This design comes from an exercise in tuning for small area on the open sky130 flow, not from production work. In this exercise RTL edits were held to simulation tests only and were not proved equivalent to the original.

the previous run:
==> flow/design.v <==
`timescale 1ns / 1ps
module ClockDivider(
    input M_CLK,
    input RST,
    output ONE_CLK,
    output TWO_CLK,
    output FAST_CLK,
    output ADJ_CLK
    );
	LfsrDiv #(.N(17), .A(0), .B(2), .XN(1'b0),
		.T(17'd129250), .M(17'b11111110111111110)) one_div(
		.clk(M_CLK), .rst(RST), .pulse(ONE_CLK));
	LfsrDiv #(.N(16), .A(0), .B(13), .XN(1'b0),
		.T(16'd61664), .M(16'b1011110111111111)) two_div(
		.clk(M_CLK), .rst(RST), .pulse(TWO_CLK));
	LfsrDiv #(.N(8), .A(0), .B(3), .XN(1'b0),
		.T(8'd70), .M(8'b11110101)) fast_div(
		.clk(M_CLK), .rst(RST), .pulse(FAST_CLK));
	LfsrDiv #(.N(15), .A(0), .B(1), .XN(1'b0),
		.T(15'd23905), .M(15'b011111111001111)) adj_div(
		.clk(M_CLK), .rst(RST), .pulse(ADJ_CLK));
endmodule
module LfsrDiv #(
    parameter N = 8,
    parameter A = 0,
    parameter B = 1,
    parameter XN = 1'b0,
    parameter [N-1:0] T = 0,
    parameter [N-1:0] M = 0
    ) (
    input clk,
    input rst,
    output pulse
    );
	reg [N-1:0] r;
	reg p;
	wire tc = ((r ^ T) & M) == 0;
	wire clr = rst | tc;
	wire fb = r[A] ^ r[B] ^ XN;
	assign pulse = p;
	always @ (posedge clk)
	begin
		if (clr)
			r <= 0;
		else
			r <= {~fb, ~r[N-1:1]};
		p <= tc & ~rst;
	end
endmodule
`timescale 1ns / 1ps
module BtnDebouncer(
    input btnS,
	input clk,
	input en,
	input rst,
    output O
    );
	reg[2:0] 	step_d;
	reg			o;
	assign O = o;
	always @ (posedge clk)
		if (rst)
		begin
			step_d <= 0;
			o <= 0;
		end
		else if (en)
		begin
			step_d <= {btnS, step_d[2:1]};
			o <= ~step_d[0] & step_d[1];
		end
endmodule
`timescale 1ns / 1ps
module SwitchDebouncer(
    input switch,
	input clk,
	input en,
	input rst,
    output O
    );
	reg[2:0] 	step_d;
	reg			o;
	assign O = o;
	always @ (posedge clk)
		if (rst)
		begin
			step_d <= 0;
			o <= 0;
		end
		else if (en)
		begin
			step_d <= {switch, step_d[2:1]};
			o <= step_d[0] & step_d[1];
		end
endmodule
`timescale 1ns / 1ps
module TimeToDisplay(
    input SEL,
    input ADJ,
    input ONE_CLK,
    input TWO_CLK,
    input ADJ_CLK,
	input M_CLK,
	input RST,
	input RESET,
    input PAUSE,
    output [3:0] MT,
    output [3:0] MO,
    output [3:0] ST,
    output [3:0] SO,
    output ADJ_MODE
    );
	reg[3:0] mt;
	reg[3:0] mo;
	reg[2:0] st;
	reg[3:0] so;
	reg adj_mode;
	reg is_paused;
	reg pause_d;
	reg do_reset;
	assign MT = mt;
	assign MO = mo;
	assign ST = {1'b0, st};
	assign SO = so;
	assign ADJ_MODE = adj_mode;
	wire adj_tick = ADJ & TWO_CLK;
	wire run_tick = ~ADJ & ~is_paused & ONE_CLK;
	wire tick = adj_tick | run_tick;
	wire dr = do_reset | RESET;
	wire clr = RST | (tick & dr);
	wire inc_sec = ~dr & (run_tick | (adj_tick & SEL));
	wire so9 = so[3] & so[0];
	wire st5 = st[2] & st[0];
	wire mo9 = mo[3] & mo[0];
	wire mt9 = mt[3] & mt[0];
	wire inc_st = inc_sec & so9;
	wire inc_mo = (~dr & adj_tick & ~SEL) | (inc_st & st5);
	wire inc_mt = inc_mo & mo9;
	always @ (posedge M_CLK)
	begin
		if (clr)
		begin
			so <= 0;
			st <= 0;
			mo <= 0;
			mt <= 0;
		end
		else
		begin
			if (inc_sec)
				so <= so9 ? 4'd0 : so + 4'd1;
			if (inc_st)
				st <= st5 ? 3'd0 : st + 3'd1;
			if (inc_mo)
				mo <= mo9 ? 4'd0 : mo + 4'd1;
			if (inc_mt)
				mt <= mt9 ? 4'd0 : mt + 4'd1;
		end
		if (RST)
			do_reset <= 0;
		else
			do_reset <= dr & ~tick;
	end
	always @ (posedge M_CLK)
		if (RST == 1)
			adj_mode <= 0;
		else if (ADJ_CLK == 1)
			adj_mode <= ~(ADJ & adj_mode);
	always @ (posedge M_CLK)
		pause_d <= PAUSE;
	always @ (posedge M_CLK)
		if (RST == 1)
			is_paused <= 0;
		else if (PAUSE & ~pause_d)
			is_paused <= ~is_paused;
endmodule
`timescale 1ns / 1ps
module DispTime(
    input M_CLK,
    input FAST_CLK,
    input RST,
    input EN,
    input [3:0] MT,
    input [3:0] MO,
	input [3:0] ST,
	input [3:0] SO,
    output [3:0] A,
    output [6:0] C
    );
	reg[1:0] digitIndex;	 
	reg[3:0] code;
	wire init = ~(code[3] & code[1] & ~code[0]);
	assign A[0] = ~init | (digitIndex != 2'd3);
	assign A[1] = init & (digitIndex != 2'd0);
	assign A[2] = init & (digitIndex != 2'd1);
	assign A[3] = init & (digitIndex != 2'd2);
	reg[3:0] digit;
	always @*
		case (digitIndex)
			2'd3: digit = MT;
			2'd2: digit = MO;
			2'd1: digit = ST;
			default: digit = SO;
		endcase
	always @ (posedge M_CLK)
		if (RST)
		begin
			digitIndex <= 0;
			code <= 4'd10;
		end
		else if (FAST_CLK)
		begin
			digitIndex <= digitIndex - 2'b1;
			code <= digit | {4{~EN}};
		end
	wire[3:0] q = code;
	assign C[0] = (q[2]&~q[1]&~q[0]) | (q[3]&q[2]) | (~q[3]&~q[2]&~q[1]&q[0]);
	assign C[1] = ~((~q[1]&~q[0]) | (~q[2]) | (~q[3]&q[1]&q[0]));
	assign C[2] = (q[3]&q[2]) | (~q[3]&~q[2]&q[1]&~q[0]);
	assign C[3] = (q[2]&~q[1]&~q[0]) | (q[2]&q[1]&q[0]) | (~q[3]&~q[2]&~q[1]&q[0]);
	assign C[4] = q[0] | (q[2]&~q[1]);
	assign C[5] = (q[1]&q[0]) | (~q[3]&~q[2]&q[0]) | (~q[3]&~q[2]&q[1]);
	assign C[6] = (q[2]&q[1]&q[0]) | (~q[3]&~q[2]&~q[1]);
endmodule
`timescale 1ns / 1ps
module Stopwatch(
    input sw6,  
    input sw7,  
    input btnR,  
    input btnS,  
    input clk,
    input rst,
    output [6:0] seg,
	output [3:0] an
    );
	wire one_clk;
	wire two_clk;
	wire fast_clk;
	wire adj_clk;
	wire sel;
	wire adj;
	wire reset;
	wire pause;
	SwitchDebouncer sel_db(
		.clk(clk),
		.en(fast_clk),
		.rst(rst),
		.switch(sw6),
		.O(sel)
	);
	SwitchDebouncer adj_db(
		.clk(clk),
		.en(fast_clk),
		.rst(rst),
		.switch(sw7),
		.O(adj)
	);
	BtnDebouncer reset_db(
		.clk(clk),
		.en(fast_clk),
		.rst(rst),
		.btnS(btnR),
		.O(reset)
	);
	BtnDebouncer pause_db(
		.clk(clk),
		.en(fast_clk),
		.rst(rst),
		.btnS(btnS),
		.O(pause)
	);
	ClockDivider cd(
		.M_CLK(clk),
		.RST(rst),
		.ONE_CLK(one_clk),
		.TWO_CLK(two_clk),
		.FAST_CLK(fast_clk),
		.ADJ_CLK(adj_clk)
	);
	wire [3:0] mt;
	wire [3:0] mo;
	wire [3:0] st;
	wire [3:0] so;
	wire adj_mode;
	TimeToDisplay ttd(
		.SEL(sel),
		.ADJ(adj),
		.RESET(reset),
		.PAUSE(pause),
		.ONE_CLK(one_clk),
		.TWO_CLK(two_clk),
		.ADJ_CLK(adj_clk),
		.M_CLK(clk),
		.RST(rst),
		.MT(mt),
		.MO(mo),
		.ST(st),
		.SO(so),
		.ADJ_MODE(adj_mode)
	);
	DispTime dt(
		.M_CLK(clk),
		.FAST_CLK(fast_clk),
		.RST(rst),
		.EN(adj_mode),
		.MT(mt),
		.MO(mo),
		.ST(st),
		.SO(so),
		.A(an),
		.C(seg)
	);
endmodule
make LEC_CHECK=0 CAP_MARGIN=20 CORE_MARGIN=2 CORE_UTILIZATION=40 PLACE_DENSITY=0.6 SLEW_MARGIN=20 finish   # period 10.0 ns
run.sh (not shown) runs the stock make flow with config.mk's settings and CLKGATE_MAP_FILE= SYNTH_SCRIPT=/design/flow/synth_recipe.tcl, a recipe that flattens the netlist after the stock synthesis.
--- input diff the previous run..the current run ---
- ABC_AREA newly set to 1
--- outcome ---
Placer's final routability congestion estimate | the current run below the previous run. For the previous run, the launching element of the worst setup path was dt.code[1]$_SDFFE_PP1P_, unlike the current run, where it was dt.digitIndex[0]$_SDFFE_PP0P_. Compared with the previous run, in the current run final critical-path setup slack rose by 0.25 ns; final clock period utilization by the worst path fell by 2.5 points; worst hold slack rose by 0.017 ns. Cells: the current run has more instances than the previous run.

static timing again, ports no longer ideal:
The results above use ideal ports. As a check the final layouts listed here were re-extracted and re-timed, cells and wires unchanged.
Step 1 sets driving cells, clkbuf_16 on the clock port and buf_2 on the other inputs (assumed; they add their load-dependent delay and slew).
Step 2, shift: input delay + t, output delay - t, t = (earliest + latest rising clock arrival at the registers) / 2. This alone moves slack from input paths to output paths.
a / b / c = ideal ports / drivers / drivers and shift; a / b = the first two.
| run | t (ns) | setup WS [ns] | worst register clock-pin slew, ns |
|---|---|---|---|
| the previous run | 0.387 | 5.997 / 5.966 / 6.263 | 0.11 / 0.11 |
| the current run | 0.387 | 6.251 / 6.220 / 6.072 | 0.10 / 0.10 |
After both steps setup and hold are still met in every run listed. The setup slack of the current run, which loses most, moves by -0.031 ns with the drivers and by -0.179 ns with both steps.
